Source: an optimization exercise on an open RTL-to-GDS flow (aim: small area, a short achievable clock period and few clock cycles per item). Production flows keep margins and buffers that such runs may drop.
In this exercise RTL edits were held to simulation tests only and were not proved equivalent to the original.

==> design.v <==
`timescale 1ns / 1ps
module btc_sha256d(
    input clk,
    input rst_n,
    input start,
    input [639:0] header,
    output done,
    output [255:0] hash
    );
    localparam [31:0] IV0 = 32'h6a09e667, IV1 = 32'hbb67ae85,
                      IV2 = 32'h3c6ef372, IV3 = 32'ha54ff53a,
                      IV4 = 32'h510e527f, IV5 = 32'h9b05688c,
                      IV6 = 32'h1f83d9ab, IV7 = 32'h5be0cd19;
    function [31:0] kn;
        input [5:0] i;
        begin
            case (i)
                6'd0: kn = 32'h71374491; 6'd1: kn = 32'hb5c0fbcf; 6'd2: kn = 32'he9b5dba5; 6'd3: kn = 32'h3956c25b;
                6'd4: kn = 32'h59f111f1; 6'd5: kn = 32'h923f82a4; 6'd6: kn = 32'hab1c5ed5; 6'd7: kn = 32'hd807aa98;
                6'd8: kn = 32'h12835b01; 6'd9: kn = 32'h243185be; 6'd10: kn = 32'h550c7dc3; 6'd11: kn = 32'h72be5d74;
                6'd12: kn = 32'h80deb1fe; 6'd13: kn = 32'h9bdc06a7; 6'd14: kn = 32'hc19bf174; 6'd15: kn = 32'he49b69c1;
                6'd16: kn = 32'hefbe4786; 6'd17: kn = 32'h0fc19dc6; 6'd18: kn = 32'h240ca1cc; 6'd19: kn = 32'h2de92c6f;
                6'd20: kn = 32'h4a7484aa; 6'd21: kn = 32'h5cb0a9dc; 6'd22: kn = 32'h76f988da; 6'd23: kn = 32'h983e5152;
                6'd24: kn = 32'ha831c66d; 6'd25: kn = 32'hb00327c8; 6'd26: kn = 32'hbf597fc7; 6'd27: kn = 32'hc6e00bf3;
                6'd28: kn = 32'hd5a79147; 6'd29: kn = 32'h06ca6351; 6'd30: kn = 32'h14292967; 6'd31: kn = 32'h27b70a85;
                6'd32: kn = 32'h2e1b2138; 6'd33: kn = 32'h4d2c6dfc; 6'd34: kn = 32'h53380d13; 6'd35: kn = 32'h650a7354;
                6'd36: kn = 32'h766a0abb; 6'd37: kn = 32'h81c2c92e; 6'd38: kn = 32'h92722c85; 6'd39: kn = 32'ha2bfe8a1;
                6'd40: kn = 32'ha81a664b; 6'd41: kn = 32'hc24b8b70; 6'd42: kn = 32'hc76c51a3; 6'd43: kn = 32'hd192e819;
                6'd44: kn = 32'hd6990624; 6'd45: kn = 32'hf40e3585; 6'd46: kn = 32'h106aa070; 6'd47: kn = 32'h19a4c116;
                6'd48: kn = 32'h1e376c08; 6'd49: kn = 32'h2748774c; 6'd50: kn = 32'h34b0bcb5; 6'd51: kn = 32'h391c0cb3;
                6'd52: kn = 32'h4ed8aa4a; 6'd53: kn = 32'h5b9cca4f; 6'd54: kn = 32'h682e6ff3; 6'd55: kn = 32'h748f82ee;
                6'd56: kn = 32'h78a5636f; 6'd57: kn = 32'h84c87814; 6'd58: kn = 32'h8cc70208; 6'd59: kn = 32'h90befffa;
                6'd60: kn = 32'ha4506ceb; 6'd61: kn = 32'hbef9a3f7; 6'd62: kn = 32'hc67178f2; default: kn = 32'h428a2f98;
            endcase
        end
    endfunction
    localparam NF = 40;
    localparam F_RND = 0, F_FF = 1, F_SHA = 2, F_SHE = 3, F_LD = 4, F_FFIV = 5, F_EP = 6,
               F_USEW = 7, F_USEY = 8, F_WRY = 9, F_SCHED = 10, F_80 = 11, F_280 = 12,
               F_100 = 13, F_FFA = 14, F_X1 = 15, F_X3 = 16, F_Y0 = 17, F_Y2 = 18, F_H = 19, F_XR = 39;
    function [NF-1:0] cflags;
        input r;
        input [1:0] bk;
        input [6:0] tt;
        reg q1, q2, q3, rnd, ff, t63_66;
        integer i;
        begin
            q1 = bk == 2'd1; q2 = bk == 2'd2; q3 = bk == 2'd3;
            rnd = r & ~tt[6];
            ff = r & (tt[6:2] == 5'b10000);
            t63_66 = tt == 7'd63 | tt == 7'd64 | tt == 7'd65 | tt == 7'd66;
            cflags = {NF{1'b0}};
            cflags[F_RND] = rnd;
            cflags[F_FF] = ff;
            cflags[F_SHA] = rnd | ff;
            cflags[F_SHE] = rnd | ff | (r & tt == 7'd68);
            cflags[F_LD] = r & tt == 7'd127;
            cflags[F_FFIV] = ff & q2;
            cflags[F_EP] = ff & ~q2;
            cflags[F_USEW] = r & (tt == 7'd127 | tt == 7'd68 | (tt == 7'd67 & q1) | tt < 7'd63);
            cflags[F_USEY] = r & q2 & t63_66;
            cflags[F_WRY] = r & t63_66;
            cflags[F_SCHED] = rnd & tt >= 7'd14;
            cflags[F_80] = r & ((q2 & tt == 7'd2) | (q3 & tt == 7'd6));
            cflags[F_280] = r & q2 & tt == 7'd13;
            cflags[F_100] = r & q3 & tt == 7'd13;
            cflags[F_FFA] = r & q2 & tt == 7'd67;
            cflags[F_XR] = q2;
            cflags[F_X1] = r & ((q2 & tt == 7'd68) | (q3 & tt == 7'd1));
            cflags[F_X3] = r & q3 & tt == 7'd0;
            cflags[F_Y0] = r & q3 & (tt == 7'd2 | tt == 7'd4);
            cflags[F_Y2] = r & q3 & (tt == 7'd3 | tt == 7'd5);
            cflags[F_H + 0] = ~r;
            cflags[F_H + 1] = r & tt == 7'd127;
            for (i = 2; i < 16; i = i + 1)
                cflags[F_H + i] = r & q1 & (tt == i - 2);
            cflags[F_H + 16] = r & q1 & tt == 7'd66;
            cflags[F_H + 17] = r & q1 & tt == 7'd67;
            cflags[F_H + 18] = r & q2 & tt == 7'd0;
            cflags[F_H + 19] = r & q2 & tt == 7'd1;
        end
    endfunction
    function [31:0] kyf;
        input [1:0] bk;
        input [6:0] tt;
        begin
            if (tt == 7'd127) kyf = 32'h9e6afcb1;                  
            else if (tt < 7'd63) kyf = kn(tt[5:0]);
            else if (tt == 7'd68 | (tt == 7'd67 & bk == 2'd1)) kyf = kn(6'd63);
            else if (bk == 2'd2 | tt == 7'd67) kyf = 32'd0;
            else if (tt == 7'd63) kyf = IV7;
            else if (tt == 7'd64) kyf = IV6;
            else if (tt == 7'd65) kyf = IV5;
            else kyf = IV4;
        end
    endfunction
    reg run, done_r;
    reg [1:0] blk;
    reg [6:0] t, tn;         
    reg [NF-1:0] fl;
    reg [31:0] kyr;
    wire acc = start & ~run;
    wire b2 = blk == 2'd2;
    wire t67 = t == 7'd67;
    reg r_run, r_done;
    reg [1:0] r_blk;
    reg [6:0] r_t;
    always @* begin
        r_run = run; r_done = done_r; r_blk = blk; r_t = t;
        if (run) begin
            if ((blk == 2'd1 & t67) | (b2 & t == 7'd68)) begin
                r_t = 7'd0; r_blk = blk + 2'd1;
            end else if (blk == 2'd3 & t67) begin
                r_run = 1'b0; r_done = 1'b1;
            end else
                r_t = tn;
        end
    end
    always @(posedge clk) begin
        if (!rst_n) begin
            run <= 1'b0;
            done_r <= 1'b0;
            blk <= r_blk;
            t <= r_t;
            tn <= r_t + 7'd1;
            fl <= cflags(1'b0, 2'd0, 7'd0);
            kyr <= kyf(r_blk, r_t);
        end else if (acc) begin
            run <= 1'b1;
            done_r <= 1'b0;
            blk <= 2'd1;
            t <= 7'd127;
            tn <= 7'd0;
            fl <= cflags(1'b1, 2'd1, 7'd127);
            kyr <= kyf(2'd1, 7'd127);
        end else begin
            run <= r_run;
            done_r <= r_done;
            blk <= r_blk;
            t <= r_t;
            tn <= r_t + 7'd1;
            fl <= cflags(r_run, r_blk, r_t);
            kyr <= kyf(r_blk, r_t);
        end
    end
    assign done = done_r;
    wire f_rnd = fl[F_RND], f_ff = fl[F_FF], f_shift_a = fl[F_SHA], f_shift_e = fl[F_SHE],
         f_ld = fl[F_LD], f_ffiv = fl[F_FFIV], f_e_p = fl[F_EP], f_use_w = fl[F_USEW],
         f_use_y = fl[F_USEY], wr_y = fl[F_WRY], sel_sched = fl[F_SCHED], sel_80 = fl[F_80],
         sel_280 = fl[F_280], sel_100 = fl[F_100], sel_ffa = fl[F_FFA], sel_x1 = fl[F_X1],
         sel_x3 = fl[F_X3], sel_y0 = fl[F_Y0], sel_y2 = fl[F_Y2];
    wire [19:0] hsel = fl[F_H +: 20];
    reg [31:0] a, b, c, d, e, f, g, p;
    reg [511:0] wv;                          
    reg [31:0] xr0, xr1, xr2, xr3, yr0, yr1, yr2, yr3;
    wire [31:0] w0 = wv[31:0], w1 = wv[63:32], w9 = wv[319:288],
                w14 = wv[479:448], w15 = wv[511:480];
    reg [31:0] ivx;
    always @* begin
        case (t[1:0])
            2'd0: ivx = IV3;
            2'd1: ivx = IV2;
            2'd2: ivx = IV1;
            default: ivx = IV0;
        endcase
    end
    wire [31:0] xop = fl[F_XR] ? xr3 : ivx;
    wire [31:0] S0 = {a[1:0], a[31:2]} ^ {a[12:0], a[31:13]} ^ {a[21:0], a[31:22]};
    wire [31:0] S1 = {e[5:0], e[31:6]} ^ {e[10:0], e[31:11]} ^ {e[24:0], e[31:25]};
    wire [31:0] ch = (e & f) ^ (~e & g);
    wire [31:0] mj = (a & b) ^ (a & c) ^ (b & c);
    wire [31:0] q  = p ^ S1;
    wire [31:0] co = (q & ch) | (~q & p);
    wire [31:0] ci = {co[30:0], 1'b0};
    wire [31:0] xa = q ^ (ch ^ S0);
    wire [31:0] cs_a = xa ^ ci;
    wire [31:0] cc_a = (xa & ci) | (~xa & S0);
    wire [31:0] ca = {cc_a[30:0], 1'b0};
    wire [31:0] x3s = cs_a ^ ca ^ mj;
    wire [31:0] x3c = {(cs_a[30:0] & ca[30:0]) | (cs_a[30:0] & mj[30:0]) | (ca[30:0] & mj[30:0]), 1'b0};
    wire [31:0] xe = f_ff ? (xop ^ d) : (q ^ (ch ^ d));
    wire [31:0] cie = f_ff ? 32'd0 : ci;
    wire [31:0] xes = xe ^ cie;
    wire [31:0] cc_e = (xe & cie) | (~xe & d);
    wire [31:0] xec = {cc_e[30:0], 1'b0};
    wire [31:0] a_new = x3s + x3c;
    wire [31:0] e_new = xes + xec;
    wire [31:0] s0 = {w1[6:0], w1[31:7]} ^ {w1[17:0], w1[31:18]} ^ {3'b0, w1[31:3]};
    wire [31:0] s1 = {w14[16:0], w14[31:17]} ^ {w14[18:0], w14[31:19]} ^ {10'b0, w14[31:10]};
    wire [31:0] sched = s1 + w9 + s0 + w0;
    wire [31:0] wy = ({32{f_use_w}} & w15) | ({32{f_use_y}} & yr3);
    wire [31:0] pre = (g & {32{~f_ld}}) + kyr + wy;
    reg [31:0] ive;
    always @* begin
        case (t[1:0])                        
            2'd1: ive = IV7;
            2'd2: ive = IV6;
            2'd3: ive = IV5;
            default: ive = IV4;
        endcase
    end
    wire [31:0] hw [0:19];
    genvar gi;
    generate
        for (gi = 0; gi < 20; gi = gi + 1) begin : hwords
            assign hw[gi] = header[639 - 32*gi -: 32];
        end
    endgenerate
    reg [31:0] wnext;
    integer k;
    always @* begin
        wnext = ({32{sel_sched}} & sched) | ({32{sel_ffa}} & e_new) |
                ({32{sel_x1}} & xr1) | ({32{sel_x3}} & xr3) |
                ({32{sel_y0}} & yr0) | ({32{sel_y2}} & yr2);
        wnext[31] = wnext[31] | sel_80;
        wnext[9] = wnext[9] | sel_280;
        wnext[7] = wnext[7] | sel_280;
        wnext[8] = wnext[8] | sel_100;
        for (k = 0; k < 20; k = k + 1)
            wnext = wnext | ({32{hsel[k]}} & hw[k]);
    end
    always @(posedge clk) begin
        wv <= {wnext, wv[511:32]};
        xr0 <= f_ff ? e_new : xr3;
        xr1 <= xr0; xr2 <= xr1; xr3 <= xr2;
        yr0 <= wr_y ? pre : yr3;
        yr1 <= yr0; yr2 <= yr1; yr3 <= yr2;
        if (f_ld) begin
            a <= IV0; b <= IV1; c <= IV2; d <= IV3;
        end else if (f_shift_a) begin
            a <= f_rnd ? a_new : (f_ffiv ? ivx : e_new);
            b <= a; c <= b; d <= c;
        end
        if (f_ld) begin
            e <= IV4; f <= IV5; g <= IV6;
        end else if (f_shift_e) begin
            e <= f_rnd ? e_new : (f_e_p ? p : ive);
            f <= e; g <= f;
        end
        if (run) p <= pre;
    end
    assign hash = {p[7:0], p[15:8], p[23:16], p[31:24], g[7:0], g[15:8], g[23:16], g[31:24],
                   f[7:0], f[15:8], f[23:16], f[31:24], e[7:0], e[15:8], e[23:16], e[31:24],
                   d[7:0], d[15:8], d[23:16], d[31:24], c[7:0], c[15:8], c[23:16], c[31:24],
                   b[7:0], b[15:8], b[23:16], b[31:24], a[7:0], a[15:8], a[23:16], a[31:24]};
endmodule
==> flow/run.sh <==
#!/bin/bash
set -euo pipefail
MARGIN=${MARGIN:-8.5}
bash standard.sh \
  SETUP_SLACK_MARGIN=$MARGIN \
  "BUFFER_PORTS_ARGS=-buffer_cell sky130_fd_sc_hd__buf_1" \
  finish > flow_make.log 2>&1
==> standard.sh <==
#!/bin/bash
# synth_recipe.tcl (not shown) runs the flow's synth.tcl, then flattens the netlist and writes it again
# the make line also repeats each setting of config.mk as NAME=value (left out here)
make -C /OpenROAD-flow-scripts/flow DESIGN_CONFIG=/design/flow/config.mk WORK_HOME=/design/flow/orfs CLKGATE_MAP_FILE= SYNTH_SCRIPT=/design/flow/synth_recipe.tcl "${@:-finish}"
==> config.mk <==
export PLATFORM = sky130hd
export DESIGN_NAME = btc_sha256d
export DESIGN_NICKNAME = btc_sha256d
export VERILOG_FILES = /design/flow/design.v
export SDC_FILE = /design/flow/constraint.sdc
export NUM_CORES = 8
export LEC_CHECK = 0
export CAP_MARGIN = 20
export CORE_MARGIN = 2
export CORE_UTILIZATION = 45
export CTS_CLUSTER_DIAMETER = 120
export CTS_CLUSTER_SIZE = 24
export SLEW_MARGIN = 20
==> constraint.sdc <==
create_clock -name core_clock -period 12.0 [get_ports {clk}]
set_input_delay 2.4000 -clock core_clock [delete_from_list [all_inputs] [get_ports {clk}]]
set_output_delay 2.4000 -clock core_clock [all_outputs]
set_load 0.01 [all_outputs]
==> flow_metrics.env, run 1 <==
export IMPL_final_util_pct=62.1
export IMPL_gp_congestion=1.12
export IMPL_hold_buffers=0
export IMPL_cts_tree="built"
export IMPL_via_per_inst=6.60
export IMPL_worstPathArrival_ns=5.56
export IMPL_grt_pass1_vias=49600
export IMPL_path_max_fanout=5
export IMPL_syn_cell_area_um2=53200
export IMPL_first_pass_iters=9
export IMPL_clkLatencyLatePin_ns=0.75
export IMPL_track_usage_pct=50.2
export IMPL_ioPinCount=900
export IMPL_core_region_area_um2=118000
export IMPL_fp_row_count=126
export IMPL_drc=0
export IMPL_io_buffer_count=899
export IMPL_clock_sinks=1113
export IMPL_setup_viol=0
export IMPL_largestRegisters="wv: 512 flops, fl: 39 flops"
export IMPL_tightestPinTransition_ns=1.20
export IMPL_nFillCells=9718
export IMPL_synth_cell_type_count=113
export IMPL_overflow=0
export IMPL_hold_class="reg -> reg"
export IMPL_fmax_ghz=0.204
export IMPL_die_h_um=348
export IMPL_clock_skew_ns=0.0471
export IMPL_slew_headroom_pct=19.9
export IMPL_grt_max_degree=110
export IMPL_rsz0062_at_grt="yes"
export IMPL_vias=55600
export IMPL_critPathLaunchType="flop"
export IMPL_yosysSeqAreaShare_pct=42.5
export IMPL_initial_core_util_pct=45.2
export IMPL_grt_pass1_wl_um=417000
export IMPL_cp_required_ns=12.66
export IMPL_post_route_period_util_pct=40.9
export IMPL_clockBufferDepth=3
export IMPL_cts_inserted_buffers=54
export IMPL_cts_reportedPaths_clkPinSlew_ns=0.10
export IMPL_ant_nets=0
export IMPL_syn_avg_cell_area_um2=9.58
export IMPL_htree_levels=2
export IMPL_die_x_um=348
export IMPL_synth_edf_count=32
export IMPL_largest_reg_flops=512
export IMPL_syn_nets=6486
export IMPL_end_kind="flop"
export IMPL_synth_seq_cells=1113
export IMPL_yosysWarnings=1
export IMPL_top_register="wv"
export IMPL_drt_wl_total_um=323000
export IMPL_final_layout_size_suffix_gt1_share_pct=29.9
export IMPL_first_iter_violations=8579
export IMPL_report_final_slew_viol_count=0
export IMPL_cap_violations=0
export IMPL_ys_flop_type="dfxtp_1"
export IMPL_finalSetupTns_ns=0
export IMPL_hold_viol=0
export IMPL_period_needed_ns=4.91
export IMPL_hpwl_um=242000
export IMPL_postSynth_asyncResetShare_pct=0
export IMPL_wl_per_cell_um=38.4
export IMPL_status="finished clean"
export IMPL_clock_root_buffer="clkbuf_16"
export IMPL_syn_to_final_growth_pct=37.4
export IMPL_antenna_found_initial=55
export IMPL_dieArea_um2=121000
export IMPL_path_class="reg -> reg"
export IMPL_synthCells=5551
export IMPL_final_nets=7769
==> path summary, 6_finish.rpt <==
path         cells past startpoint  slack, ns            endpoint          startpoint
max                             21       7.09  a[23]$_SDFFE_PP0P_  e[25]$_SDFFE_PP0P_
max reg2reg                     21       7.09  a[23]$_SDFFE_PP0P_  e[25]$_SDFFE_PP0P_
min                              0       0.31     wv[340]$_DFF_P_     wv[372]$_DFF_P_
min reg2reg                      0       0.31     wv[340]$_DFF_P_     wv[372]$_DFF_P_
==> worst max-delay path, stage by stage, from the launching register on <==
cell       delay, ns
dfxtp_4         0.39
xnor2_2         0.14
xnor2_1         0.21
ha_1            0.29
nor2b_4         0.14
nor2_4          0.22
xor2_2          0.20
xnor2_1         0.11
fa_1            0.51
ha_2            0.20
inv_2           0.04
fa_2            0.38
nor2b_4         0.16
o31ai_4         0.13
a2111oi_4       0.46
buf_4           0.19
o2111ai_2       0.14
a21boi_1        0.17
o21a_1          0.17
o32ai_2         0.09
mux2_4          0.31
a211oi_2        0.17
==> kinds of logic after synthesis <==
kind of cell | count (synthesis) | synth area share [%]
AOI/OAI and AO/OA | 1455 | 19.2
and+or+nand+nor | 1159 | 10.0
xor gates and xnor gates | 497 | 8.32
muxes | 263 | 5.06
buffers and inverters | 721 | 5.28
adders and majority gates | 343 | 9.64
DFF | 1113 | 42.5
==> per-layer routing <==
layer / vias to the layer above / routed length [µm] / GRT usage (%)
li1: 22200 / - / -
met1: 27200 / 117000 / 63.3
met2: 4891 / 126000 / 69.3
met3: 1307 / 52800 / 23.3
met4: 46 / 26200 / 29.7
met5: - / 647 / 1.44
==> cell usage in the layout (no fill, tap or decap), drive strengths merged, types with 25 or more instances in the layout <==
master and count:
mux2 48, nand2b 28, o21ai 251, a21oi 262
nor2 357, buf 1546, ha 164, o31ai 30
o21a 28, a31oi 36, inv 377, o211ai 56
dfxtp 1081, a21o 87, nand3 82, a22o 51
edfxtp 32, and3 26, xor2 145, maj3 51
mux2i 215, xnor2 348, a221oi 59, fa 128
nor2b 33, o311ai 25, a22oi 317, nor3 100
nand4 92, a211oi 67, diode 36, nand2 370
clkbuf 74
==> Yosys cell counts (29+ instances only) <==
cell,n,area [µm²]
mux2_2,48,541
mux2i_1,215,2150
a22o_1,51,447
a22oi_1,317,2380
nand2_1,366,1370
nor2b_1,33,206
ha_1,164,2050
a211oi_1,66,495
xnor2_1,346,3030
nand4_1,91,569
edfxtp_1,32,961
xor2_1,145,1270
a21oi_1,257,1290
a21o_1,87,653
nand3_1,82,410
o211ai_1,55,413
inv_1,372,1400
nor2_1,352,1320
fa_1,128,2560
o31ai_1,29,218
buf_1,35,131
maj3_1,50,500
dfxtp_1,1081,21600
a31oi_1,34,213
o21ai_0,227,1140
nor3_1,99,495
a221oi_1,59,517
clkbuf_1,252,946
buf_2,44,220
==> per-stage QoR <==
step | area, µm² | setup WS, ns | std cells | hold slack [ns]
floorplan | 53800 | 7.72 | 5551 | 0.310
global placement | 58400 | 6.06 | 7748 | 0.310
detailed placement | 58400 | 6.11 | 7748 | 0.312
CTS | 68900 | 7.43 | 8184 | 0.304
global route | 73000 | 7.07 | 8392 | 0.319
finish | 73100 | 7.09 | 8422 | 0.315
==> what timing repair did <==
item	in CTS	in global routing
buffers inserted	356	189
resized for setup	1569	477
pin swaps	249	275
setup endpoints to repair	482	462
cloned	8	12
==> cell type report <==
| class | count | area, µm² | share of cell area (%) |
|---|---|---|---|
| sequential | 1113 | 23400 | 32.0 |
| tap | 1536 | 1920 | 2.63 |
| clock buffer | 61 | 1390 | 1.90 |
| antenna | 36 | 90.1 | 0.123 |
| clock inverter | 11 | 191 | 0.262 |
| timing repair buffer | 1564 | 11200 | 15.4 |
| timing repair inverter | 2 | 25.0 | 0.0343 |
| inverter | 379 | 1510 | 2.06 |
| multi-input combinational | 3720 | 33300 | 45.6 |
Testbench counts, summed over its fixed seeds: cycles 9,936, hashes 48.
==> inputs of run 2 (changes only) <==
--- a/flow/run.sh
+++ b/flow/run.sh
@@ -1,5 +1,5 @@
 #!/bin/bash
 set -euo pipefail
-MARGIN=${MARGIN:-8.5}
+MARGIN=${MARGIN:-7.5}
 bash standard.sh \
   SETUP_SLACK_MARGIN=$MARGIN \
--- a/config.mk
+++ b/config.mk
@@ -11,3 +11,4 @@
 export CTS_CLUSTER_DIAMETER = 120
 export CTS_CLUSTER_SIZE = 24
+export PLACE_DENSITY = 0.75
 export SLEW_MARGIN = 20
==> run 2 against run 1 <==
Still clean. First-iteration DRC count rose by 3.7%. Fmax rose by 1.1%. Via count fell by 5.4%. Register-to-register slack improved by 0.05 ns. Critical path type unchanged.
==> flow_metrics.env, run 2 <==
export IMPL_cts_tree="built"
export IMPL_fin_ws_ns=7.15
export IMPL_syn_cell_area_um2=53200
export IMPL_met2WireLength_um=127000
export IMPL_crit_family="compound AO/OA/AOI/OAI gates"
export IMPL_rsz0062_at_grt="yes"
export IMPL_postSynth_asyncResetShare_pct=0
export IMPL_cp_depth=18
export IMPL_cap_violations=0
export IMPL_worstPathArrival_ns=5.46
export IMPL_reg2reg_depth=18
export IMPL_layout_common_cells="994 x dfxtp_1, 899 x buf_1, 368 x inv_1"
export IMPL_grt_pass1_vias=46300
export IMPL_ant_nets=0
export IMPL_synth_area_top_cells="dfxtp_1 41%, xnor2_1 5.7%, fa_1 4.8%"
export IMPL_path_cells="xor2_4 > xnor2_4 > buf_6 > nor2_4 > a21oi_4 > buf_6 > nor2_2 > maj3_1 > ha_2 > nand4_1 > nor2_2 > nand2_1 > o21ai_4 > buf_4 > a211oi_1 > a21oi_2 > nand4_1 > a221o_1"
export IMPL_clock_sinks=1113
export IMPL_status="finished clean"
export IMPL_clkLatencyLatePin_ns=0.76
export IMPL_ys_top_cells_by_count="1081 x dfxtp_1, 372 x inv_1, 366 x nand2_1, 352 x nor2_1, 346 x xnor2_1"
export IMPL_crit_buf_inv=3
export IMPL_final_nets=7384
export IMPL_synth_seq_cells=1113
export IMPL_synthSimpleGateAreaFrac_pct=10.0
export IMPL_synth_top_area_share_pct=40.7
export IMPL_via_per_inst=6.53
export IMPL_slew_headroom_pct=4.33
export IMPL_path_class="reg -> reg"
export IMPL_synth_compound_area_share_pct=19.2
export IMPL_io_buffer_count=899
export IMPL_htree_levels=2
export IMPL_synthMuxAreaShare_pct=5.06
export IMPL_first_iter_violations=8895
export IMPL_drc=0
export IMPL_layout_commonest_cell="dfxtp_1"
export IMPL_synthCells=5551
export IMPL_report_final_slew_viol_count=0
export IMPL_initial_core_util_pct=45.2
export IMPL_fp_row_count=126
export IMPL_hold_class="reg -> reg"
export IMPL_syn_to_final_growth_pct=21.6
export IMPL_synthAdderAreaFrac_pct=9.64
export IMPL_end_kind="flop"
export IMPL_largestRegisters="wv: 512 flops, fl: 39 flops"
export IMPL_synth_xor_area_share_pct=8.32
export IMPL_syn_nets=6486
export IMPL_dp_cells=7749
export IMPL_final_layout_size_suffix_gt1_share_pct=14.6
export IMPL_cp_required_ns=12.61
export IMPL_clock_skew_ns=0.0650
export IMPL_antenna_found_initial=103
export IMPL_post_route_period_util_pct=40.4
export IMPL_drt_wl_total_um=319000
export IMPL_first_pass_iters=11
export IMPL_synth_edf_count=32
export IMPL_grt_pass1_wl_um=410000
export IMPL_cts_inserted_buffers=56
export IMPL_syn_avg_cell_area_um2=9.58
export IMPL_critPathLaunchType="flop"
export IMPL_clockBufferDepth=3
export IMPL_nFillCells=10800
export IMPL_wl_met1_um=119000
export IMPL_vias=52600
export IMPL_path_max_fanout=7
export IMPL_top_register="wv"
export IMPL_post_place_ws_ns=5.69
export IMPL_hold_depth=0
export IMPL_synth_top_family_by_area="compound AO/OA/AOI/OAI gates"
export IMPL_top_layer="met5"
export IMPL_finalSetupTns_ns=0
export IMPL_wl_met3_um=48400
export IMPL_synth_cell_type_count=113
export IMPL_die_h_um=348
export IMPL_core_region_area_um2=118000
export IMPL_max_stage_delay_ns=0.53
export IMPL_grt_max_degree=71
export IMPL_ioPinCount=900
export IMPL_yosysWarnings=1
export IMPL_dieArea_um2=121000
export IMPL_crit_path_top_delay_cell="nand4_1"
export IMPL_ys_flop_type="dfxtp_1"
export IMPL_synth_largest_area_cell="dfxtp_1"
export IMPL_fmax_ghz=0.206
export IMPL_overflow=0
export IMPL_synth_most_common_cell="dfxtp_1"
export IMPL_hold_viol=0
export IMPL_hpwl_um=251000
export IMPL_clock_root_buffer="clkbuf_16"
export IMPL_yosysSeqAreaShare_pct=42.5
export IMPL_gp_congestion=1.07
export IMPL_die_x_um=348
export IMPL_hold_buffers=0
export IMPL_setup_viol=0
export IMPL_wl_per_cell_um=39.5
export IMPL_cts_reportedPaths_clkPinSlew_ns=0.11
export IMPL_whs_ns=0.287
export IMPL_design_area_um2=64700
export IMPL_place_area_um2=58100
export IMPL_track_usage_pct=50.1
export IMPL_period_needed_ns=4.85
export IMPL_layoutNonFillerInstCount=8055
export IMPL_final_util_pct=55.0
export IMPL_tightestPinTransition_ns=1.44
export IMPL_largest_reg_flops=512
run 2: cell families after synthesis:
family | after synthesis
flip-flops | 1113
AO/OA/AOI/OAI | 1455
adder cells (fa/ha/maj) | 343
XOR/XNOR | 497
buffers and inverters | 721
AND/OR/NAND/NOR | 1159
multiplexers | 263
run 2: repair_timing:
| item | CTS | global route |
|---|---|---|
| endpoints found under the setup margin | 182 | 98 |
| gates resized for setup | 412 | 257 |
| setup buffers | 95 | 78 |
| pin swaps | 97 | 143 |
| gates cloned | 3 | 0 |
run 2: area by class of cell:
type / instances / area, µm² / share of cell area, %
multi-input cells: 3717 / 30700 / 47.5
flip-flops and latches: 1113 / 22800 / 35.3
repair buffers: 1182 / 5970 / 9.24
well taps: 1536 / 1920 / 2.97
inverters: 379 / 1460 / 2.25
clock buffers: 64 / 1430 / 2.21
clock inverters: 12 / 250 / 0.387
diodes: 52 / 130 / 0.201
run 2: worst paths after layout:
kind	from	endpoint	slack, ns
max reg2reg	e[20]$_SDFFE_PP0P_	e[24]$_SDFFE_PP1P_	7.15
min	wv[286]$_DFF_P_	wv[254]$_DFF_P_	0.29
min reg2reg	wv[286]$_DFF_P_	wv[254]$_DFF_P_	0.29
max	e[20]$_SDFFE_PP0P_	e[24]$_SDFFE_PP1P_	7.15
run 2: routing by layer:
metal  global-route usage (%)  vias to the layer above
met5                    0.600                        -
met4                     29.0                       82
met3                     22.2                     1039
met2                     69.3                     4346
met1                     64.0                    25800
li1                         -                    21400
==> inputs of run 3 (changes only) <==
--- a/config.mk
+++ b/config.mk
@@ -11,4 +11,3 @@
 export CTS_CLUSTER_DIAMETER = 120
 export CTS_CLUSTER_SIZE = 24
-export PLACE_DENSITY = 0.75
 export SLEW_MARGIN = 20
==> run 3 against run 2 <==
Still clean on timing, DRC and antenna. Wire length shrank 2.4%. Global-route usage shrank 1.2 points. Die area is the same. Sequential share of layout area grew 0.51 points. Clock-buffer cell count grew 1. Via count shrank 1.2%. Synthesized cell count is the same. Fmax grew 2.0%. Hold slack gained 0.015 ns. Critical path type unchanged. Critical endpoint is now a[23]$_SDFFE_PP0P_.
==> flow_metrics.env, run 3 <==
export IMPL_cts_reportedPaths_clkPinSlew_ns=0.10
export IMPL_reg2reg_from="e[21]$_SDFFE_PP0P_"
export IMPL_path_class="reg -> reg"
export IMPL_status="finished clean"
export IMPL_final_layout_size_suffix_gt1_share_pct=13.1
export IMPL_synthCells=5551
export IMPL_design_area_um2=63700
export IMPL_grt_max_degree=98
export IMPL_synth_most_common_cell="dfxtp_1"
export IMPL_path_max_fanout=7
export IMPL_reg2reg_depth=18
export IMPL_clock_sinks=1113
export IMPL_layout_common_cells="1004 x dfxtp_1, 899 x buf_1, 369 x inv_1"
export IMPL_synth_seq_cells=1113
export IMPL_synth_edf_count=32
export IMPL_synth_area_top_cells="dfxtp_1 41%, xnor2_1 5.7%, fa_1 4.8%"
export IMPL_layout_commonest_cell="dfxtp_1"
export IMPL_initial_core_util_pct=45.2
export IMPL_synth_cell_type_count=113
export IMPL_fin_ws_ns=7.24
export IMPL_synth_largest_area_cell="dfxtp_1"
export IMPL_max_stage_delay_ns=0.47
export IMPL_vias=52000
export IMPL_worstPathArrival_ns=5.41
export IMPL_cap_violations=0
export IMPL_clockBufferDepth=3
export IMPL_hold_viol=0
export IMPL_synth_top_area_share_pct=40.7
export IMPL_rsz0062_at_grt="yes"
export IMPL_yosysSeqAreaShare_pct=42.5
export IMPL_syn_to_final_growth_pct=19.7
export IMPL_cts_inserted_buffers=53
export IMPL_drc=0
export IMPL_whs_ns=0.302
export IMPL_antenna_found_initial=52
export IMPL_setup_viol=0
export IMPL_overflow=0
export IMPL_cts_tree="built"
export IMPL_ys_flop_type="dfxtp_1"
export IMPL_ant_nets=0
export IMPL_place_area_um2=58000
export IMPL_clkLatencyLatePin_ns=0.76
export IMPL_track_usage_pct=48.9
export IMPL_fp_row_count=126
export IMPL_drt_wl_total_um=311000
export IMPL_syn_nets=6486
export IMPL_rr_endpoint="a[23]$_SDFFE_PP0P_"
export IMPL_first_pass_iters=10
export IMPL_post_route_period_util_pct=39.7
export IMPL_ys_top_cells_by_count="1081 x dfxtp_1, 372 x inv_1, 366 x nand2_1, 352 x nor2_1, 346 x xnor2_1"
export IMPL_finalSetupTns_ns=0
export IMPL_syn_cell_area_um2=53200
export IMPL_via_per_inst=6.49
export IMPL_top_register="wv"
export IMPL_path_cells="xor2_2 > xnor2_2 > buf_4 > xnor2_2 > xnor2_1 > xnor2_1 > fa_1 > inv_1 > ha_1 > a21oi_1 > o21ai_1 > a221o_1 > o2111ai_2 > a21boi_1 > o21a_1 > o32ai_2 > mux2_2 > a211oi_1"
export IMPL_clock_skew_ns=0.0718
export IMPL_htree_levels=2
export IMPL_first_iter_violations=8151
export IMPL_grt_pass1_vias=46700
export IMPL_hold_depth=0
export IMPL_slew_headroom_pct=8.93
export IMPL_hold_class="reg -> reg"
export IMPL_syn_avg_cell_area_um2=9.58
export IMPL_grt_pass1_wl_um=403000
export IMPL_die_x_um=348
export IMPL_die_h_um=348
export IMPL_ioPinCount=900
export IMPL_cp_required_ns=12.65
export IMPL_end_kind="flop"
export IMPL_gp_congestion=1.11
export IMPL_period_needed_ns=4.76
export IMPL_clock_root_buffer="clkbuf_16"
export IMPL_min_delay_worst_endpoint="xr3[10]$_DFF_P_"
export IMPL_fmax_ghz=0.210
export IMPL_largestRegisters="wv: 512 flops, fl: 39 flops"
export IMPL_dieArea_um2=121000
export IMPL_r2r_slack_ns=7.24
export IMPL_post_place_ws_ns=6.05
export IMPL_hpwl_um=245000
export IMPL_min_from="xr2[10]$_DFF_P_"
export IMPL_tightestPinTransition_ns=1.37
export IMPL_wl_per_cell_um=38.8
export IMPL_postSynth_asyncResetShare_pct=0
export IMPL_largest_reg_flops=512
export IMPL_io_buffer_count=899
export IMPL_core_region_area_um2=118000
export IMPL_final_nets=7351
export IMPL_hold_buffers=0
export IMPL_critPathLaunchType="flop"
export IMPL_crit_path_top_delay_cell="fa_1"
export IMPL_report_final_slew_viol_count=0
export IMPL_yosysWarnings=1
## run 3: cell counts after synthesis
Identical to the previous run, type by type.
## run 3: kinds of logic (layout without fill, tap and decap cells)
| logic type | count (synthesis) | after routing | share of synthesized area [%] |
|---|---|---|---|
| buffers and inverters | 721 | 1602 | 5.28 |
| other | 0 | 36 | 0 |
| AND/OR/NAND/NOR | 1159 | 1159 | 10.0 |
| multiplexers | 263 | 263 | 5.06 |
| flip-flops | 1113 | 1113 | 42.5 |
| AO/OA/AOI/OAI | 1455 | 1456 | 19.2 |
| adder cells (fa/ha/maj) | 343 | 343 | 9.64 |
| XOR/XNOR | 497 | 497 | 8.32 |
## run 3: final cells by class
type                    instances  area (µm²)
diodes                         36        90.1
inverters                     379        1460
clock buffers                  65        1370
multi-input cells            3718       30300
flip-flops and latches       1113       22800
clock inverters                 7         126
fillers                     10800       53900
repair buffers               1151        5660
well taps                    1536        1920
## run 3: per-stage QoR
stage                     cells  utilization [%]
after detailed placement   7752             49.4
after global placement     7752             49.3
after floorplan            5551                -
final                      8005             54.1
after global routing       7986             54.1
after CTS                  7917             52.8
## run 3: metal layers
| metal | track usage, % | share of wire [%] | up-vias |
|---|---|---|---|
| met5 | 2.88 | 0.26 | - |
| met4 | 28.9 | 7.2 | 50 |
| met3 | 20.9 | 15 | 985 |
| met2 | 67.0 | 40 | 4161 |
| met1 | 63.2 | 38 | 25500 |
| li1 | - | - | 21300 |
## run 3: timing repair
| action | 4_1_cts | 5_1_grt |
|---|---|---|
| resized for setup | 368 | 211 |
| buffers inserted | 92 | 50 |
| pin swaps | 93 | 92 |
| hold endpoints to repair | 0 | 0 |
| cloned | 1 | 1 |
| endpoints found under the setup margin | 186 | 111 |
## run 3: worst max path at each step
| stage | from | cells past startpoint | slack [ns] | endpoint |
|---|---|---|---|---|
| after global placement | t[0]$_DFF_P_ | 18 | 6.04 | wv[500]$_DFF_P_ |
| after CTS | e[11]$_SDFFE_PP0P_ | 21 | 7.38 | e[23]$_SDFFE_PP0P_ |
| after floorplan | e[12]$_SDFFE_PP1P_ | 17 | 7.52 | a[23]$_SDFFE_PP0P_ |
| after detailed placement | e[2]$_SDFFE_PP1P_ | 18 | 6.05 | wv[500]$_DFF_P_ |
| after global routing | e[23]$_SDFFE_PP0P_ | 17 | 7.14 | a[23]$_SDFFE_PP0P_ |
| final | e[21]$_SDFFE_PP0P_ | 18 | 7.24 | a[23]$_SDFFE_PP0P_ |
## run 3: critical path, delay by kind of cell, from the launching register on
kind / cells / cell delay [ns]
xor+xnor: 5 / 1.16
compound gates: 8 / 1.70
flops: 1 / 0.44
fa+ha+maj: 2 / 0.77
mux: 1 / 0.37
buf+inv: 2 / 0.23
==> inputs of run 4 (changes only) <==
--- a/config.mk
+++ b/config.mk
@@ -8,5 +8,5 @@
 export CAP_MARGIN = 20
 export CORE_MARGIN = 2
-export CORE_UTILIZATION = 45
+export CORE_UTILIZATION = 38
 export CTS_CLUSTER_DIAMETER = 120
 export CTS_CLUSTER_SIZE = 24
==> run 4 against run 3 <==
Setup slack better by 0.066 ns. Final cell count grew 4.4%. Sequential cell count stayed put. Synthesized cell count stayed put. Highest routed layer unchanged.
==> flow_metrics.env, run 4 <==
export IMPL_first_iter_violations=7601
export IMPL_top_layer="met5"
export IMPL_rr_endpoint="a[23]$_SDFFE_PP0P_"
export IMPL_reg2reg_depth=20
export IMPL_finalSetupTns_ns=0
export IMPL_synth_seq_cells=1113
export IMPL_first_pass_iters=6
export IMPL_cp_required_ns=12.64
export IMPL_io_buffer_count=899
export IMPL_layout_commonest_cell="dfxtp_1"
export IMPL_path_max_fanout=7
export IMPL_drc=0
export IMPL_rsz0062_at_grt="yes"
export IMPL_cts_tree="built"
export IMPL_wl_met1_um=127000
export IMPL_hold_depth=0
export IMPL_report_final_slew_viol_count=0
export IMPL_period_needed_ns=4.69
export IMPL_fmax_ghz=0.213
export IMPL_grt_pass1_wl_um=421000
export IMPL_reg2reg_from="e[12]$_SDFFE_PP1P_"
export IMPL_syn_to_final_growth_pct=21.5
export IMPL_hold_buffers=0
export IMPL_grt_pass1_vias=46800
export IMPL_met2WireLength_um=135000
export IMPL_die_x_um=378
export IMPL_ant_nets=0
export IMPL_wl_met3_um=43700
export IMPL_clock_skew_ns=0.0611
export IMPL_gp_congestion=1.07
export IMPL_worstPathArrival_ns=5.33
export IMPL_hold_viol=0
export IMPL_hpwl_um=262000
export IMPL_die_h_um=378
export IMPL_clock_sinks=1113
export IMPL_track_usage_pct=43.9
export IMPL_htree_levels=2
export IMPL_tightestPinTransition_ns=1.39
export IMPL_slew_headroom_pct=7.64
export IMPL_min_from="yr1[19]$_DFF_P_"
export IMPL_setup_viol=0
export IMPL_ys_top_cells_by_count="1081 x dfxtp_1, 372 x inv_1, 366 x nand2_1, 352 x nor2_1, 346 x xnor2_1"
export IMPL_largestRegisters="wv: 512 flops, fl: 39 flops"
export IMPL_syn_cell_area_um2=53200
export IMPL_initial_core_util_pct=38.2
export IMPL_wl_per_cell_um=39.2
export IMPL_synth_cell_type_count=113
export IMPL_fp_row_count=137
export IMPL_syn_avg_cell_area_um2=9.58
export IMPL_layout_common_cells="1009 x dfxtp_1, 899 x buf_1, 366 x inv_1"
export IMPL_final_layout_size_suffix_gt1_share_pct=14.1
export IMPL_via_per_inst=6.21
export IMPL_cts_reportedPaths_clkPinSlew_ns=0.11
export IMPL_postSynth_asyncResetShare_pct=0
export IMPL_r2r_slack_ns=7.31
export IMPL_dieArea_um2=143000
export IMPL_end_kind="flop"
export IMPL_min_delay_worst_endpoint="yr2[19]$_DFF_P_"
export IMPL_ys_flop_type="dfxtp_1"
export IMPL_nFillCells=13600
export IMPL_top_register="wv"
export IMPL_final_nets=7383
export IMPL_hold_class="reg -> reg"
export IMPL_grt_max_degree=124
export IMPL_clock_root_buffer="clkbuf_16"
export IMPL_synthCells=5551
export IMPL_status="finished clean"
export IMPL_antenna_found_initial=58
export IMPL_vias=51900
export IMPL_clockBufferDepth=3
export IMPL_core_region_area_um2=139000
export IMPL_synth_largest_area_cell="dfxtp_1"
export IMPL_synth_area_top_cells="dfxtp_1 41%, xnor2_1 5.7%, fa_1 4.8%"
export IMPL_yosysWarnings=1
export IMPL_post_route_period_util_pct=39.1
export IMPL_synth_most_common_cell="dfxtp_1"
export IMPL_yosysSeqAreaShare_pct=42.5
export IMPL_critPathLaunchType="flop"
export IMPL_largest_reg_flops=512
export IMPL_drt_wl_total_um=328000
export IMPL_path_class="reg -> reg"
export IMPL_ioPinCount=900
export IMPL_cap_violations=0
export IMPL_synth_edf_count=32
export IMPL_clkLatencyLatePin_ns=0.75
export IMPL_syn_nets=6486
export IMPL_cts_inserted_buffers=55
export IMPL_synth_top_area_share_pct=40.7
export IMPL_overflow=0
==> run 4: cell counts after synthesis <==
Identical to the previous run, type by type.
==> run 4: worst max-delay path by stage <==
stage / cells past startpoint / end / slack (ns) / start
2_1_floorplan: 17 / a[23]$_SDFFE_PP0P_ / 7.52 / e[12]$_SDFFE_PP1P_
3_3_place_gp: 14 / wv[500]$_DFF_P_ / 4.57 / fl[1]$_SDFF_PP0_
3_5_place_dp: 14 / wv[500]$_DFF_P_ / 5.39 / fl[1]$_SDFF_PP0_
4_1_cts: 21 / a[29]$_SDFFE_PP1P_ / 7.38 / e[25]$_SDFFE_PP0P_
5_1_grt: 20 / a[23]$_SDFFE_PP0P_ / 7.22 / e[23]$_SDFFE_PP0P_
6_report: 20 / a[23]$_SDFFE_PP0P_ / 7.31 / e[12]$_SDFFE_PP1P_
==> run 4: per-layer routing <==
metal	GRT usage, %	vias up
met2	63.6	3849
met3	14.5	891
li1	-	21300
met4	23.6	56
met1	57.5	25800
met5	0	-
==> run 4: cell families after synthesis <==
family / share of synthesized area [%]
AND/OR/NAND/NOR: 10.0
XOR/XNOR: 8.32
flip-flops: 42.5
AO/OA/AOI/OAI: 19.2
multiplexers: 5.06
adder cells (fa/ha/maj): 9.64
buffers and inverters: 5.28
==> run 4: final cells by class <==
cell class                      count  area [µm²]  area share, %
Clock buffer                       63        1420           2.19
Sequential cell                  1113       22800           35.3
Timing Repair Buffer             1182        5850           9.06
Tap cell                         1876        2350           3.63
Multi-Input combinational cell   3717       30500           47.2
Clock inverter                     11         214          0.331
Inverter                          379        1470           2.27
Antenna cell                       20        50.0         0.0775
==> run 4: critical path: stages, from the launching register on <==
cell       delay (ns)
dfxtp_4          0.42
xor2_2           0.20
xnor2_2          0.18
buf_4            0.16
xnor2_2          0.34
xor2_2           0.23
xnor2_1          0.16
fa_1             0.48
ha_4             0.19
inv_2            0.05
fa_2             0.23
nor2b_4          0.06
o31ai_4          0.33
a2111oi_4        0.13
buf_4            0.18
o2111ai_2        0.18
a21boi_1         0.09
o21a_1           0.21
o32ai_2          0.27
mux2_4           0.33
a211oi_2         0.17
==> run 4: through the flow <==
step | setup WS (ns) | cell area [µm²] | std cells | util (%) | hold slack, ns
after global routing | 7.22 | 64600 | 8348 | 46.4 | 0.309
after CTS | 7.38 | 63200 | 8288 | 45.4 | 0.289
after global placement | 4.57 | 58500 | 8103 | 42.0 | 0.310
after floorplan | 7.52 | 53200 | 5551 | - | 0.310
after detailed placement | 5.39 | 58600 | 8104 | 42.1 | 0.312
final | 7.31 | 64600 | 8361 | 46.4 | 0.300
==> run 4: what timing repair did <==
item	CTS	global route
pin swaps	106	81
gates resized for setup	415	181
endpoints found under the setup margin	195	117
setup buffers	109	51
cloned	1	1
==> inputs of run 5 (changes only) <==
--- a/config.mk
+++ b/config.mk
@@ -8,5 +8,5 @@
 export CAP_MARGIN = 20
 export CORE_MARGIN = 2
-export CORE_UTILIZATION = 38
+export CORE_UTILIZATION = 55
 export CTS_CLUSTER_DIAMETER = 120
 export CTS_CLUSTER_SIZE = 24
==> run 5 against run 4 <==
Clock skew decreased by 0.0062 ns. Global-route usage increased by 13 points. Sequential share of layout area increased by 0.43 points. Setup slack got worse by 0.069 ns. Synthesized area unchanged.
==> flow_metrics.env, run 5 <==
export IMPL_status="finished clean"
export IMPL_synth_edf_count=32
export IMPL_post_route_period_util_pct=39.7
export IMPL_clockBufferDepth=3
export IMPL_vias=53900
export IMPL_use_met3_pct=31.8
export IMPL_ant_nets=0
export IMPL_drc=0
export IMPL_reg2reg_depth=21
export IMPL_final_util_pct=66.4
export IMPL_drt_wl_total_um=295000
export IMPL_yosysSeqAreaShare_pct=42.5
export IMPL_grt_max_degree=81
export IMPL_grt_busiest_layer="met2"
export IMPL_fmax_ghz=0.210
export IMPL_synth_area_top_cells="dfxtp_1 41%, xnor2_1 5.7%, fa_1 4.8%"
export IMPL_path_cells="xnor2_2 > xnor2_2 > ha_4 > nor2b_4 > nor2_4 > buf_4 > buf_6 > maj3_2 > inv_2 > fa_1 > inv_1 > fa_2 > nor2b_4 > o31ai_4 > a2111oi_4 > o211ai_1 > a21oi_2 > nor2_2 > o2111a_1 > a211oi_2 > a211oi_1"
export IMPL_rr_endpoint="a[31]$_SDFFE_PP0P_"
export IMPL_via_per_inst=6.93
export IMPL_crit_path_top_delay_cell="fa_1"
export IMPL_synth_largest_area_cell="dfxtp_1"
export IMPL_grtUsageMet2_pct=75.1
export IMPL_antenna_found_initial=74
export IMPL_critPathLaunchType="flop"
export IMPL_fin_ws_ns=7.24
export IMPL_layoutNonFillerInstCount=7778
export IMPL_htree_levels=2
export IMPL_cp_required_ns=12.58
export IMPL_clock_skew_ns=0.0549
export IMPL_first_pass_iters=10
export IMPL_reg2reg_from="e[25]$_SDFFE_PP0P_"
export IMPL_cts_reportedPaths_clkPinSlew_ns=0.11
export IMPL_synthCells=5551
export IMPL_whs_ns=0.317
export IMPL_design_area_um2=63900
export IMPL_overflow=0
export IMPL_hold_depth=0
export IMPL_final_nets=7375
export IMPL_clkLatencyLatePin_ns=0.74
export IMPL_largest_reg_flops=512
export IMPL_layout_common_cells="996 x dfxtp_1, 899 x buf_1, 366 x inv_1"
export IMPL_ys_top_cells_by_count="1081 x dfxtp_1, 372 x inv_1, 366 x nand2_1, 352 x nor2_1, 346 x xnor2_1"
export IMPL_hold_buffers=0
export IMPL_top_register="wv"
export IMPL_first_iter_violations=9956
export IMPL_largestRegisters="wv: 512 flops, fl: 39 flops"
export IMPL_io_buffer_count=899
export IMPL_die_x_um=315
export IMPL_path_class="reg -> reg"
export IMPL_gp_congestion=1.12
export IMPL_period_needed_ns=4.76
export IMPL_dieArea_um2=99200
export IMPL_die_h_um=315
export IMPL_syn_cell_area_um2=53200
export IMPL_synth_top_area_share_pct=40.7
export IMPL_cap_violations=0
export IMPL_place_area_um2=57500
export IMPL_tightestPinTransition_ns=1.29
export IMPL_grt_use_met1_pct=67.0
export IMPL_synth_cell_type_count=113
export IMPL_path_max_fanout=3
export IMPL_max_stage_delay_ns=0.53
export IMPL_wl_per_cell_um=37.9
export IMPL_slew_headroom_pct=14.2
export IMPL_initial_core_util_pct=55.2
export IMPL_cts_tree="built"
export IMPL_min_delay_worst_endpoint="wv[51]$_DFF_P_"
export IMPL_ioPinCount=900
export IMPL_hold_viol=0
export IMPL_post_place_ws_ns=5.89
export IMPL_core_region_area_um2=96300
export IMPL_final_layout_size_suffix_gt1_share_pct=14.2
export IMPL_grt_pass1_vias=48600
export IMPL_grt_pass1_wl_um=387000
export IMPL_clock_sinks=1113
export IMPL_cts_inserted_buffers=54
export IMPL_yosysWarnings=1
export IMPL_ys_flop_type="dfxtp_1"
export IMPL_worstPathArrival_ns=5.35
export IMPL_fp_row_count=114
export IMPL_postSynth_asyncResetShare_pct=0
export IMPL_track_usage_pct=56.7
export IMPL_report_final_slew_viol_count=0
export IMPL_finalSetupTns_ns=0
export IMPL_syn_to_final_growth_pct=20.2
export IMPL_synth_most_common_cell="dfxtp_1"
export IMPL_dp_cells=7466
export IMPL_hpwl_um=223000
export IMPL_r2r_slack_ns=7.24
export IMPL_synth_seq_cells=1113
export IMPL_syn_avg_cell_area_um2=9.58
export IMPL_syn_nets=6486
export IMPL_min_from="wv[83]$_DFF_P_"
export IMPL_end_kind="flop"
export IMPL_setup_viol=0
export IMPL_hold_class="reg -> reg"
export IMPL_clock_root_buffer="clkbuf_16"
export IMPL_rsz0062_at_grt="yes"
export IMPL_layout_commonest_cell="dfxtp_1"
## run 5: worst max-delay path by stage
stage	start	endpoint	slack (ns)	depth (start not counted)
after CTS	e[25]$_SDFFE_PP0P_	a[31]$_SDFFE_PP0P_	7.40	20
after global placement	fl[1]$_SDFF_PP0_	wv[500]$_DFF_P_	5.91	14
after global routing	e[11]$_SDFFE_PP0P_	a[29]$_SDFFE_PP1P_	7.14	21
final	e[25]$_SDFFE_PP0P_	a[31]$_SDFFE_PP0P_	7.24	21
after detailed placement	fl[1]$_SDFF_PP0_	wv[500]$_DFF_P_	5.89	14
after floorplan	e[12]$_SDFFE_PP1P_	a[23]$_SDFFE_PP0P_	7.52	17
## run 5: area by class of cell
| type | count | area, µm² |
|---|---|---|
| fillers | 7606 | 32400 |
| multi-input cells | 3718 | 30600 |
| flip-flops and latches | 1113 | 22800 |
| repair buffers | 1174 | 5730 |
| well taps | 1276 | 1600 |
| inverters | 379 | 1450 |
| clock buffers | 64 | 1410 |
| clock inverters | 8 | 168 |
| diodes | 46 | 115 |
## run 5: layer usage
layer / vias up / wire length [µm]
met3: 1619 / 53400
met2: 5345 / 111000
met1: 25500 / 99000
met4: 58 / 30100
met5: - / 1090
li1: 21300 / -
## run 5: what timing repair did
action,in CTS,in global routing
pin swaps,89,131
resized for setup,383,271
setup buffers,87,104
setup endpoints to repair,181,118
cloned,1,1
## run 5: cells by family after synthesis
| group | share of synthesized area (%) |
|---|---|
| AOI/OAI and AO/OA | 19.2 |
| xor gates and xnor gates | 8.32 |
| adders and majority gates | 9.64 |
| buffers and inverters | 5.28 |
| DFF | 42.5 |
| muxes | 5.06 |
| and+or+nand+nor | 10.0 |
## run 5: critical path: cells and delay by family, from the launching register on
kind / cells / cell delay (ns)
DFF: 1 / 0.39
buffers and inverters: 4 / 0.34
adders and majority gates: 4 / 1.35
AOI/OAI and AO/OA: 7 / 1.63
and+or+nand+nor: 4 / 0.52
xor gates and xnor gates: 2 / 0.39
==> inputs of run 6 (changes only) <==
--- a/flow/run.sh
+++ b/flow/run.sh
@@ -1,5 +1,5 @@
 #!/bin/bash
 set -euo pipefail
-MARGIN=${MARGIN:-7.5}
+MARGIN=${MARGIN:-8}
 bash standard.sh \
   SETUP_SLACK_MARGIN=$MARGIN \
--- a/config.mk
+++ b/config.mk
@@ -6,7 +6,8 @@
 export NUM_CORES = 8
 export LEC_CHECK = 0
+export ABC_AREA = 1
 export CAP_MARGIN = 20
 export CORE_MARGIN = 2
-export CORE_UTILIZATION = 55
+export CORE_UTILIZATION = 45
 export CTS_CLUSTER_DIAMETER = 120
 export CTS_CLUSTER_SIZE = 24
==> run 6 against run 5 <==
Synthesized cell count increased by 29%. Clock-buffer cell count shrank 3. Core utilization is 8.3 points lower. Sequential share of layout area shrank 3.3 points. Global-route usage is 6.2 points lower. Final cell count increased by 27%. Sequential cell count unchanged. Via count grew 13%. Critical path type is now in -> reg. Critical endpoint is now wv[505]$_DFF_P_.
==> flow_metrics.env, run 6 <==
export IMPL_clock_skew_ns=0.0686
export IMPL_clockBufferDepth=3
export IMPL_track_usage_pct=50.4
export IMPL_grt_pass1_vias=54800
export IMPL_grt_use_met1_pct=69.1
export IMPL_path_cells="buf_1 > a22o_1 > nor2_4 > nand4_1 > nor4_4 > nand4_1 > nor2_1 > nand3_1"
export IMPL_rsz0062_at_grt="yes"
export IMPL_yosysWarnings=1
export IMPL_status="finished clean"
export IMPL_fin_ws_ns=7.51
export IMPL_synth_cell_type_count=64
export IMPL_core_region_area_um2=122000
export IMPL_crit_family="simple AND/OR/NAND/NOR gates"
export IMPL_grt_busiest_layer="met1"
export IMPL_hold_viol=0
export IMPL_fp_row_count=128
export IMPL_slew_headroom_pct=22.2
export IMPL_antenna_found_initial=40
export IMPL_layout_common_cells="1677 x nand2_1, 970 x dfxtp_1, 893 x buf_1"
export IMPL_cp_required_ns=12.57
export IMPL_hold_buffers=0
export IMPL_post_place_ws_ns=5.55
export IMPL_initial_core_util_pct=45.4
export IMPL_gp_congestion=1.11
export IMPL_grtUsageMet2_pct=68.3
export IMPL_ioPinCount=900
export IMPL_hold_class="reg -> reg"
export IMPL_first_pass_iters=13
export IMPL_finalSetupTns_ns=0
export IMPL_first_iter_violations=10700
export IMPL_tightestPinTransition_ns=1.16
export IMPL_io_buffer_count=899
export IMPL_layout_commonest_cell="nand2_1"
export IMPL_die_h_um=355
export IMPL_cts_tree="built"
export IMPL_clock_sinks=1113
export IMPL_synthCells=7171
export IMPL_cap_violations=0
export IMPL_dieArea_um2=126000
export IMPL_grt_max_degree=95
export IMPL_ys_flop_type="dfxtp_1"
export IMPL_final_layout_size_suffix_gt1_share_pct=17.6
export IMPL_fmax_ghz=0.223
export IMPL_critPathLaunchType="primary input"
export IMPL_whs_ns=0.296
export IMPL_largestRegisters="wv: 512 flops, fl: 39 flops"
export IMPL_use_met3_pct=22.7
export IMPL_crit_top_cell="nand4_1"
export IMPL_wl_per_cell_um=34.0
export IMPL_worstPathArrival_ns=5.06
export IMPL_ant_nets=0
export IMPL_ys_top_cells_by_count="1819 x nand2_1, 1081 x dfxtp_1, 825 x inv_1, 473 x o21ai_0, 438 x a21oi_1"
export IMPL_grt_pass1_wl_um=440000
export IMPL_yosysSeqAreaShare_pct=40.9
export IMPL_max_stage_delay_ns=0.87
export IMPL_syn_nets=8106
export IMPL_postSynth_asyncResetShare_pct=0
export IMPL_crit_path_top_delay_cell="nor4_4"
export IMPL_die_x_um=355
export IMPL_syn_avg_cell_area_um2=7.71
export IMPL_via_per_inst=6.16
export IMPL_end_kind="flop"
export IMPL_drc=0
export IMPL_post_route_period_util_pct=37.4
export IMPL_syn_to_final_growth_pct=27.9
export IMPL_period_needed_ns=4.49
export IMPL_htree_levels=2
export IMPL_path_max_fanout=2
export IMPL_path_class="in -> reg"
export IMPL_synth_most_common_cell="nand2_1"
export IMPL_synth_edf_count=32
export IMPL_syn_cell_area_um2=55300
export IMPL_drt_wl_total_um=335000
export IMPL_top_register="wv"
export IMPL_synth_top_area_share_pct=39.1
export IMPL_clkLatencyLatePin_ns=0.76
export IMPL_synth_area_top_cells="dfxtp_1 39%, nand2_1 12%, inv_1 5.6%"
export IMPL_crit_buf_inv=1
export IMPL_largest_reg_flops=512
export IMPL_report_final_slew_viol_count=0
export IMPL_cts_inserted_buffers=55
export IMPL_synth_largest_area_cell="dfxtp_1"
export IMPL_clock_root_buffer="clkbuf_16"
export IMPL_overflow=0
export IMPL_setup_viol=0
export IMPL_cts_reportedPaths_clkPinSlew_ns=0.09
export IMPL_final_util_pct=58.0
export IMPL_final_nets=9130
export IMPL_vias=60700
export IMPL_hpwl_um=266000
export IMPL_synth_seq_cells=1113
run 6: kinds of logic after synthesis:
group                      Yosys count  synth area share, %
muxes                               13                0.253
and+or+nand+nor                   2908                 22.1
DFF                               1113                 40.9
buffers and inverters             1131                 7.84
xor gates and xnor gates           445                 7.15
AOI/OAI and AO/OA                 1263                 13.4
adders and majority gates          298                 8.45
run 6: timing repair:
item,4_1_cts,5_1_grt
buffers inserted,168,110
gates cloned,4,4
setup endpoints to repair,241,169
endpoints found under the hold margin,0,0
pin swaps,170,217
gates resized for setup,952,567
run 6: metrics by stage:
stage | cells | instance area, µm²
2_1_floorplan | 7171 | 55300
3_3_place_gp | 9477 | 60200
4_1_cts | 9720 | 67300
5_1_grt | 9838 | 70700
3_5_place_dp | 9477 | 60200
6_report | 9855 | 70700
run 6: final timing paths:
kind / startpoint / to / slack [ns] / cells past startpoint
worst max-delay path: header[441] / wv[505]$_DFF_P_ / 7.51 / 8
worst min-delay path: wv[406]$_DFF_P_ / wv[374]$_DFF_P_ / 0.30 / 0
worst max register to register: e[25]$_SDFFE_PP0P_ / e[19]$_SDFFE_PP1P_ / 7.52 / 25
worst min register to register: wv[406]$_DFF_P_ / wv[374]$_DFF_P_ / 0.30 / 0
run 6: metal layers:
| layer | vias up | routed length [µm] |
|---|---|---|
| li1 | 25200 | - |
| met1 | 29300 | 130000 |
| met2 | 5178 | 129000 |
| met3 | 978 | 57000 |
| met4 | 46 | 17700 |
| met5 | - | 529 |
run 6: area by class of cell:
type / instances / area [µm²]
Antenna cell: 21 / 52.6
Clock buffer: 61 / 1410
Clock inverter: 10 / 191
Fill cell: 11000 / 51200
Inverter: 840 / 3210
Multi-Input combinational cell: 4929 / 34200
Sequential cell: 1113 / 22900
Tap cell: 1625 / 2030
Timing Repair Buffer: 1255 / 6770
Timing Repair inverter: 1 / 7.51
==> inputs of run 7 (changes only) <==
--- a/flow/run.sh
+++ b/flow/run.sh
@@ -1,5 +1,5 @@
 #!/bin/bash
 set -euo pipefail
-MARGIN=${MARGIN:-8}
+MARGIN=${MARGIN:-7}
 bash standard.sh \
   SETUP_SLACK_MARGIN=$MARGIN \
--- a/config.mk
+++ b/config.mk
@@ -11,4 +11,4 @@
 export CORE_UTILIZATION = 45
 export CTS_CLUSTER_DIAMETER = 120
-export CTS_CLUSTER_SIZE = 24
+export CTS_CLUSTER_SIZE = 20
 export SLEW_MARGIN = 20
==> run 7 against run 6 <==
Synthesized area unchanged. Clock skew down 0.021 ns. Still clean on timing, DRC and antenna. Critical path depth up 1. Final area down 11%. Hold slack worse by 0.0099 ns. Setup slack worse by 0.77 ns.
==> flow_metrics.env, run 7 <==
export IMPL_syn_nets=8106
export IMPL_fmax_ghz=0.190
export IMPL_reg2reg_depth=20
export IMPL_hold_buffers=0
export IMPL_core_region_area_um2=122000
export IMPL_end_kind="flop"
export IMPL_grt_pass1_vias=52700
export IMPL_hpwl_um=264000
export IMPL_synth_area_top_cells="dfxtp_1 39%, nand2_1 12%, inv_1 5.6%"
export IMPL_synth_xor_area_share_pct=7.15
export IMPL_slew_headroom_pct=13.0
export IMPL_synthMuxAreaShare_pct=0.253
export IMPL_via_per_inst=6.08
export IMPL_overflow=0
export IMPL_gp_congestion=1.11
export IMPL_layout_common_cells="1811 x nand2_1, 1023 x dfxtp_1, 899 x buf_1"
export IMPL_final_layout_size_suffix_gt1_share_pct=4.97
export IMPL_yosysWarnings=1
export IMPL_top_layer="met5"
export IMPL_rsz0062_at_grt="yes"
export IMPL_nFillCells=12000
export IMPL_cp_required_ns=12.53
export IMPL_clockBufferDepth=3
export IMPL_fp_row_count=128
export IMPL_synth_top_area_share_pct=39.1
export IMPL_status="finished clean"
export IMPL_period_needed_ns=5.26
export IMPL_cap_violations=0
export IMPL_first_pass_iters=8
export IMPL_synth_most_common_cell="nand2_1"
export IMPL_ant_nets=0
export IMPL_first_iter_violations=10600
export IMPL_cts_inserted_buffers=67
export IMPL_largest_reg_flops=512
export IMPL_ys_flop_type="dfxtp_1"
export IMPL_hold_viol=0
export IMPL_syn_to_final_growth_pct=13.8
export IMPL_track_usage_pct=49.0
export IMPL_post_place_ws_ns=5.85
export IMPL_synthCells=7171
export IMPL_dp_cells=9468
export IMPL_clock_sinks=1113
export IMPL_drt_wl_total_um=322000
export IMPL_io_buffer_count=899
export IMPL_synth_largest_area_cell="dfxtp_1"
export IMPL_syn_avg_cell_area_um2=7.71
export IMPL_clkLatencyLatePin_ns=0.71
export IMPL_syn_cell_area_um2=55300
export IMPL_multi_input_area_um2=29000
export IMPL_ioPinCount=900
export IMPL_layoutNonFillerInstCount=9590
export IMPL_synth_cell_type_count=64
export IMPL_clock_root_buffer="clkbuf_16"
export IMPL_drc=0
export IMPL_report_final_slew_viol_count=0
export IMPL_synthAdderAreaFrac_pct=8.45
export IMPL_htree_levels=3
export IMPL_synth_edf_count=32
export IMPL_regArea_um2=22700
export IMPL_path_class="in -> reg"
export IMPL_top_register="wv"
export IMPL_post_route_period_util_pct=43.9
export IMPL_cts_tree="built"
export IMPL_worstPathArrival_ns=5.80
export IMPL_synth_seq_cells=1113
export IMPL_cts_reportedPaths_clkPinSlew_ns=0.12
==> run 7: cell counts after synthesis <==
Identical to the previous run, type by type.
==> run 7: final cells by class <==
class,instances,share of cell area [%]
Multi-Input combinational cell,4927,46.1
Timing Repair inverter,1,0.00795
Clock inverter,12,0.274
Timing Repair Buffer,981,6.48
Sequential cell,1113,36.1
Antenna cell,17,0.0676
Clock buffer,74,2.71
Inverter,840,5.04
Tap cell,1625,3.23
==> run 7: per-layer routing <==
layer | GRT usage (%) | up-vias
met5 | 0.491 | -
met4 | 19.4 | 34
met3 | 22.5 | 792
met2 | 66.1 | 4654
met1 | 67.0 | 28100
li1 | - | 24700
==> run 7: critical path, stage by stage <==
cell and delay, ns:
buf_1 0.07, nand2_1 0.06, nand2_1 0.05, a21oi_1 0.68
nand4_1 0.38, nor4_2 0.80, nand4_1 0.49, nor3_1 0.59
o221ai_1 0.26
==> run 7: cell families (layout without fill, tap and decap cells) <==
family / after synthesis / count (layout)
simple gates: 2908 / 2908
compound gates: 1263 / 1263
buf+inv: 1131 / 1908
flops: 1113 / 1113
xor+xnor: 445 / 445
fa+ha+maj: 298 / 298
mux: 13 / 13
other cells: 0 / 17
==> run 7: path summary, 6_finish.rpt <==
kind / startpoint / endpoint / slack, ns
min reg2reg: xr2[30]$_DFF_P_ / xr3[30]$_DFF_P_ / 0.29
max: header[397] / wv[493]$_DFF_P_ / 6.74
min: xr2[30]$_DFF_P_ / xr3[30]$_DFF_P_ / 0.29
max reg2reg: e[30]$_SDFFE_PP1P_ / a[30]$_SDFFE_PP1P_ / 6.98
==> run 7: per-stage QoR <==
| step | instance area [µm²] | utilization, % |
|---|---|---|
| 2_1_floorplan | 55300 | - |
| 3_3_place_gp | 60100 | 49.3 |
| 3_5_place_dp | 60100 | 49.3 |
| 4_1_cts | 62300 | 51.1 |
| 5_1_grt | 62900 | 51.6 |
| 6_report | 62900 | 51.6 |
==> run 7: repair_timing <==
item,CTS,global route
setup buffers,4,14
pin swaps,2,7
cloned,0,1
endpoints found under the setup margin,134,92
resized for setup,64,130

-- separate check: timing with driven ports --
How much do the figures lean on ideal ports? The routed layouts below were timed once more, with nothing changed but the port constraints. Step 1 assumes that a clkbuf_16 drives the clock port and a buf_2 every other input. Step 2 times the ports against the registers' clock, not the clock port: input delays grow and output delays shrink by t, the midpoint of the rising clock arrivals with the driver on. Slacks: no drivers / after step 1 / after step 2; pairs: no drivers / after step 1.
| run | t (ns) | setup slack, ns | latest minus earliest clock arrival (ns) |
|---|---|---|---|
| run 1 | 0.819 | 7.093 / 7.093 / 6.709 | 0.051 / 0.051 |
| run 2 | 0.815 | 7.147 / 7.147 / 6.632 | 0.065 / 0.066 |
| run 3 | 0.811 | 7.241 / 7.241 / 6.859 | 0.074 / 0.073 |
| run 4 | 0.814 | 7.307 / 7.307 / 6.678 | 0.071 / 0.072 |
| run 5 | 0.791 | 7.238 / 7.238 / 6.529 | 0.055 / 0.055 |
| run 6 | 0.809 | 7.510 / 7.520 / 6.752 | 0.071 / 0.072 |
| run 7 | 0.766 | 6.737 / 6.773 / 6.006 | 0.048 / 0.049 |
After both steps setup and hold are still met in every run listed. For run 6, which loses most, drivers alone change the setup slack by +0.010 ns; drivers and shift together by -0.758 ns.
